Context: an optimization exercise on an open-source flow, tuned for small area. The choices shown serve that exercise and are no tape-out recipe.
At most, simulation tests tie the RTL to the original design; equivalence was not proved.
Power is estimated from default activity; no workload was simulated.

==> module fifo, before the edit <==
module fifo(
    input rst, clk, clr, en,
    input push_in, pop_in,
    input [7:0] din,
    output [7:0] dout,           
    output reg empty,            
    output reg overrun           
);
    reg [7:0] mem [1:15];
    reg [3:0] cnt;
    wire temp_empty = (cnt == 4'd0);
    wire temp_full  = (cnt == 4'd15);
    wire push = push_in & ~temp_full  & ~pop_in  & en;
    wire pop  = pop_in  & ~temp_empty & ~push_in & en;
    always @(posedge clk, posedge rst) begin
        if (rst) cnt <= 4'd0;
        else if (clr) cnt <= 4'd0;
        else if (push) cnt <= cnt + 4'd1;
        else if (pop) cnt <= cnt - 4'd1;
    end
    integer i;
    always @(posedge clk) begin
        if (push) begin
            mem[1] <= din;
            for (i = 2; i <= 15; i = i + 1) mem[i] <= mem[i-1];
        end
    end
    wire [7:0] m [0:15];
    assign m[0] = 8'h00;
    genvar g;
    generate for (g = 1; g < 16; g = g + 1) begin : gm
        assign m[g] = mem[g];
    end endgenerate
    reg [7:0] q [0:3];
    reg [7:0] head;
    integer k;
    always @(*) begin
        for (k = 0; k < 4; k = k + 1)
            case (cnt[1:0])
                2'd0: q[k] = m[4*k];
                2'd1: q[k] = m[4*k+1];
                2'd2: q[k] = m[4*k+2];
                default: q[k] = m[4*k+3];
            endcase
        case (cnt[3:2])
            2'd0: head = q[0];
            2'd1: head = q[1];
            2'd2: head = q[2];
            default: head = q[3];
        endcase
    end
    assign dout = head;
    always @(posedge clk, posedge rst) begin
        if (rst) begin
            empty   <= 1'b1;
            overrun <= 1'b0;
        end
        else begin
            empty   <= temp_empty;
            overrun <= push_in & temp_full;
        end
    end
endmodule
==> flow/config.mk <==
export PLATFORM = sky130hd
export DESIGN_NAME = uart16550
export DESIGN_NICKNAME = uart16550
export VERILOG_FILES = /design/flow/design.v
export SDC_FILE = /design/flow/constraint.sdc
export NUM_CORES = 4
export LEC_CHECK = 0
export ABC_AREA = 1
export CAP_MARGIN = 20
export CORE_MARGIN = 2
export CORE_UTILIZATION = 60
export CTS_BUF_LIST = sky130_fd_sc_hd__clkbuf_8 sky130_fd_sc_hd__clkbuf_16
export CTS_CLUSTER_DIAMETER = 100
export CTS_CLUSTER_SIZE = 30
export PLACE_DENSITY = 0.7
export SLEW_MARGIN = 20
==> flow/constraint.sdc <==
create_clock -name core_clock -period 10.0 [get_ports {clk}]
set_input_delay 2.0000 -clock core_clock [delete_from_list [all_inputs] [get_ports {clk}]]
set_output_delay 2.0000 -clock core_clock [all_outputs]
set_load 0.01 [all_outputs]
run.sh (not shown) runs the stock make flow with config.mk's settings and CLKGATE_MAP_FILE= SYNTH_SCRIPT=/design/flow/synth_recipe.tcl, a recipe that flattens the netlist after the stock synthesis.
Change:
--- a/flow/design.v
+++ b/flow/design.v
@@ -23,33 +23,15 @@
         if (push) begin
             mem[1] <= din;
             for (i = 2; i <= 15; i = i + 1) mem[i] <= mem[i-1];
         end
     end
-    wire [7:0] m [0:15];
-    assign m[0] = 8'h00;
-    genvar g;
-    generate for (g = 1; g < 16; g = g + 1) begin : gm
-        assign m[g] = mem[g];
-    end endgenerate
-    reg [7:0] q [0:3];
     reg [7:0] head;
-    integer k;
     always @(*) begin
-        for (k = 0; k < 4; k = k + 1)
-            case (cnt[1:0])
-                2'd0: q[k] = m[4*k];
-                2'd1: q[k] = m[4*k+1];
-                2'd2: q[k] = m[4*k+2];
-                default: q[k] = m[4*k+3];
-            endcase
-        case (cnt[3:2])
-            2'd0: head = q[0];
-            2'd1: head = q[1];
-            2'd2: head = q[2];
-            default: head = q[3];
-        endcase
+        head = 8'h00;
+        for (i = 1; i <= 15; i = i + 1)
+            if (cnt == i) head = mem[i];
     end
     assign dout = head;
     always @(posedge clk, posedge rst) begin
         if (rst) begin
             empty   <= 1'b1;
Effect:
- worst setup slack loses 0.43 ns
- non-clock buffer count is lower by 5
- cell area rose by a few percent
- clock power climbs by a few percent
- global-route usage climbs by 0.34 points
- die area came out higher by a few percent
- sequential cell count does not change
- count of clock-buffer cells in the layout does not change
- critical path depth goes up by 4
- core utilization goes up by 0.14 points
- wire length goes up by a few percent


uart16550, a different RTL version from the one above (not shown whole).
For scale: roughly 1,500 cells after synthesis.
==> module uart_tx_top, before the edit <==
module uart_tx_top(
    input clk, rst, baud_pulse, parity_enable, tx_hold_reg_empty, stop_bit, sticky_parity, even_parity_select, set_break,
    input [7:0] din,  
    input [1:0] wls,
    output reg pop, tx
);
    localparam [1:0] IDLE = 2'd0, START = 2'd1, SEND = 2'd2, PARITY = 2'd3;
    reg [1:0] state;
    reg [7:0] shift_register;
    reg tx_data;
    reg d_parity;
    reg [2:0] bit_count;
    reg [4:0] count;
    reg parity_out;
    wire [4:0] stop_count = (stop_bit == 1'b0) ? 5'd15 : (wls == 2'b00) ? 5'd23 : 5'd31;
    wire count_zero = (count == 5'd0);
    always @(posedge clk) begin
        if (baud_pulse) begin
            case (state)
                IDLE: if (!tx_hold_reg_empty && count_zero) begin
                    bit_count <= {1'b1, wls};
                    shift_register <= din;
                end
                START: begin
                    d_parity <= ^{shift_register[4:0], shift_register[5] & (wls != 2'b00),
                                  shift_register[6] & wls[1], shift_register[7] & (wls == 2'b11)};
                    if (count_zero) shift_register <= shift_register >> 1;
                end
                SEND: begin
                    case ({sticky_parity, even_parity_select})
                        2'b00: parity_out <= ~d_parity;
                        2'b01: parity_out <= d_parity;
                        2'b10: parity_out <= 1'b1;
                        2'b11: parity_out <= 1'b0;
                    endcase
                    if (bit_count != 3'd0 && count_zero) begin
                        bit_count <= bit_count - 3'd1;
                        shift_register <= shift_register >> 1;
                    end
                end
                default: ;
            endcase
        end
    end
    always @(posedge clk, posedge rst) begin
        if (rst) begin
            state <= IDLE;
            count <= 5'd15;
            pop <= 1'b0;
            tx_data <= 1'b1;
        end
        else begin
            pop <= 1'b0;
            if (baud_pulse) begin
                case (state)
                    IDLE: if (!tx_hold_reg_empty) begin
                        if (!count_zero) count <= count - 5'd1;
                        else begin
                            count <= 5'd15;
                            state <= START;
                            pop <= 1'b1;
                            tx_data <= 1'b0;
                        end
                    end
                    START: begin
                        if (!count_zero) count <= count - 5'd1;
                        else begin
                            count <= 5'd15;
                            state <= SEND;
                            tx_data <= shift_register[0];
                        end
                    end
                    SEND: begin
                        if (!count_zero) count <= count - 5'd1;
                        else if (bit_count != 3'd0) begin
                            count <= 5'd15;
                            tx_data <= shift_register[0];
                        end
                        else if (parity_enable) begin
                            count <= 5'd15;
                            state <= PARITY;
                            tx_data <= parity_out;
                        end
                        else begin
                            count <= stop_count;
                            state <= IDLE;
                            tx_data <= 1'b1;
                        end
                    end
                    PARITY: begin
                        if (!count_zero) count <= count - 5'd1;
                        else begin
                            count <= stop_count;
                            state <= IDLE;
                            tx_data <= 1'b1;
                        end
                    end
                endcase
            end
        end
    end
    always @(posedge clk, posedge rst) begin
        if (rst) tx <= 1'b1;
        else tx <= tx_data & ~set_break;
    end
endmodule
Settings: LEC_CHECK=0, ABC_AREA=1, CAP_MARGIN=20, CORE_MARGIN=2, CORE_UTILIZATION=60, CTS_BUF_LIST=sky130_fd_sc_hd__clkbuf_8 sky130_fd_sc_hd__clkbuf_16, CTS_CLUSTER_DIAMETER=100, CTS_CLUSTER_SIZE=30, PLACE_DENSITY=0.7, SLEW_MARGIN=20; clock period 10.0 ns.
standard.sh (not shown) runs the stock make flow with config.mk's settings and CLKGATE_MAP_FILE= SYNTH_SCRIPT=/design/flow/synth_recipe.tcl, a recipe that flattens the netlist after the stock synthesis.
==> flow/flow/run.sh <==
#!/bin/bash
# Own layout flow: the standard ORFS flow with two changes:
#  - the port buffers are buf_1 cells instead of the default choice
#  - clock tree synthesis clusters the register clock pins into larger
#    groups driven by clkbuf_16 and inserts no dummy loads
# Every step's full output is in the ORFS logs under orfs/logs; make's own
# output is in flow_make.log.
set -euo pipefail
bash standard.sh \
  BUFFER_PORTS_ARGS="-buffer_cell sky130_fd_sc_hd__buf_1" \
  CTS_ARGS="-sink_clustering_enable -repair_clock_nets -sink_clustering_size 18 -sink_clustering_max_diameter 80 -buf_list {sky130_fd_sc_hd__clkbuf_8} -dont_use_dummy_load" \
  finish > flow_make.log 2>&1
Next try:
--- a/flow/design.v
+++ b/flow/design.v
@@ -84,10 +84,14 @@
                     bit_count <= {1'b1, wls};
                     shift_register <= din;
                 end
                 START: begin
-                    d_parity <= ^{shift_register[4:0], shift_register[5] & (wls != 2'b00),
-                                  shift_register[6] & wls[1], shift_register[7] & (wls == 2'b11)};
+                    case (wls)
+                        2'b00: d_parity <= ^shift_register[4:0];
+                        2'b01: d_parity <= ^shift_register[5:0];
+                        2'b10: d_parity <= ^shift_register[6:0];
+                        2'b11: d_parity <= ^shift_register[7:0];
+                    endcase
                     if (count_zero) shift_register <= shift_register >> 1;
                 end
                 SEND: begin
                     case ({sticky_parity, even_parity_select})
Via count barely changes; count of clock-buffer cells in the layout stays the same; final cell count rises by 0.92%; clock skew rises by 7.8 ps; critical path depth is unchanged; clock power hardly moves; global-route usage falls by 0.41 points.
Only the layout flow was run in the first run of this note; the RTL was not checked for function there.

[separate check: timing with driven ports]
The flow's constraints put no driver on any port. The routed layouts listed below were extracted and timed again, unchanged, in two steps. Step 1 (the two cells are an assumption about what drives the block):
set clk [get_ports {clk}]
set_driving_cell -lib_cell sky130_fd_sc_hd__clkbuf_16 $clk
set_driving_cell -lib_cell sky130_fd_sc_hd__buf_2 [delete_from_list [all_inputs] $clk]
Step 2 times the ports against the registers' clock, not the clock port: input delays grow and output delays shrink by t, the midpoint of the rising clock arrivals with the driver on. Three values: ideal, step 1, step 2; two values: the first two.
run	shift t [ns]	setup WS [ns]	latest minus earliest clock arrival (ns)	worst register clock-pin slew, ns
the first run of note 1	0.564	5.422 / 5.449 / 4.885	0.016 / 0.017	0.11 / 0.11
the second run of note 1	0.562	4.990 / 5.019 / 4.456	0.045 / 0.045	0.12 / 0.12
the first run of note 2	0.614	5.691 / 5.718 / 5.104	0.024 / 0.024	0.11 / 0.11
the second run of note 2	0.625	5.810 / 5.835 / 5.210	0.033 / 0.033	0.12 / 0.12
After both steps every run listed still meets setup and hold. The setup slack of the second run of note 2, which loses most, moves by +0.025 ns with the drivers and by -0.600 ns with both steps.
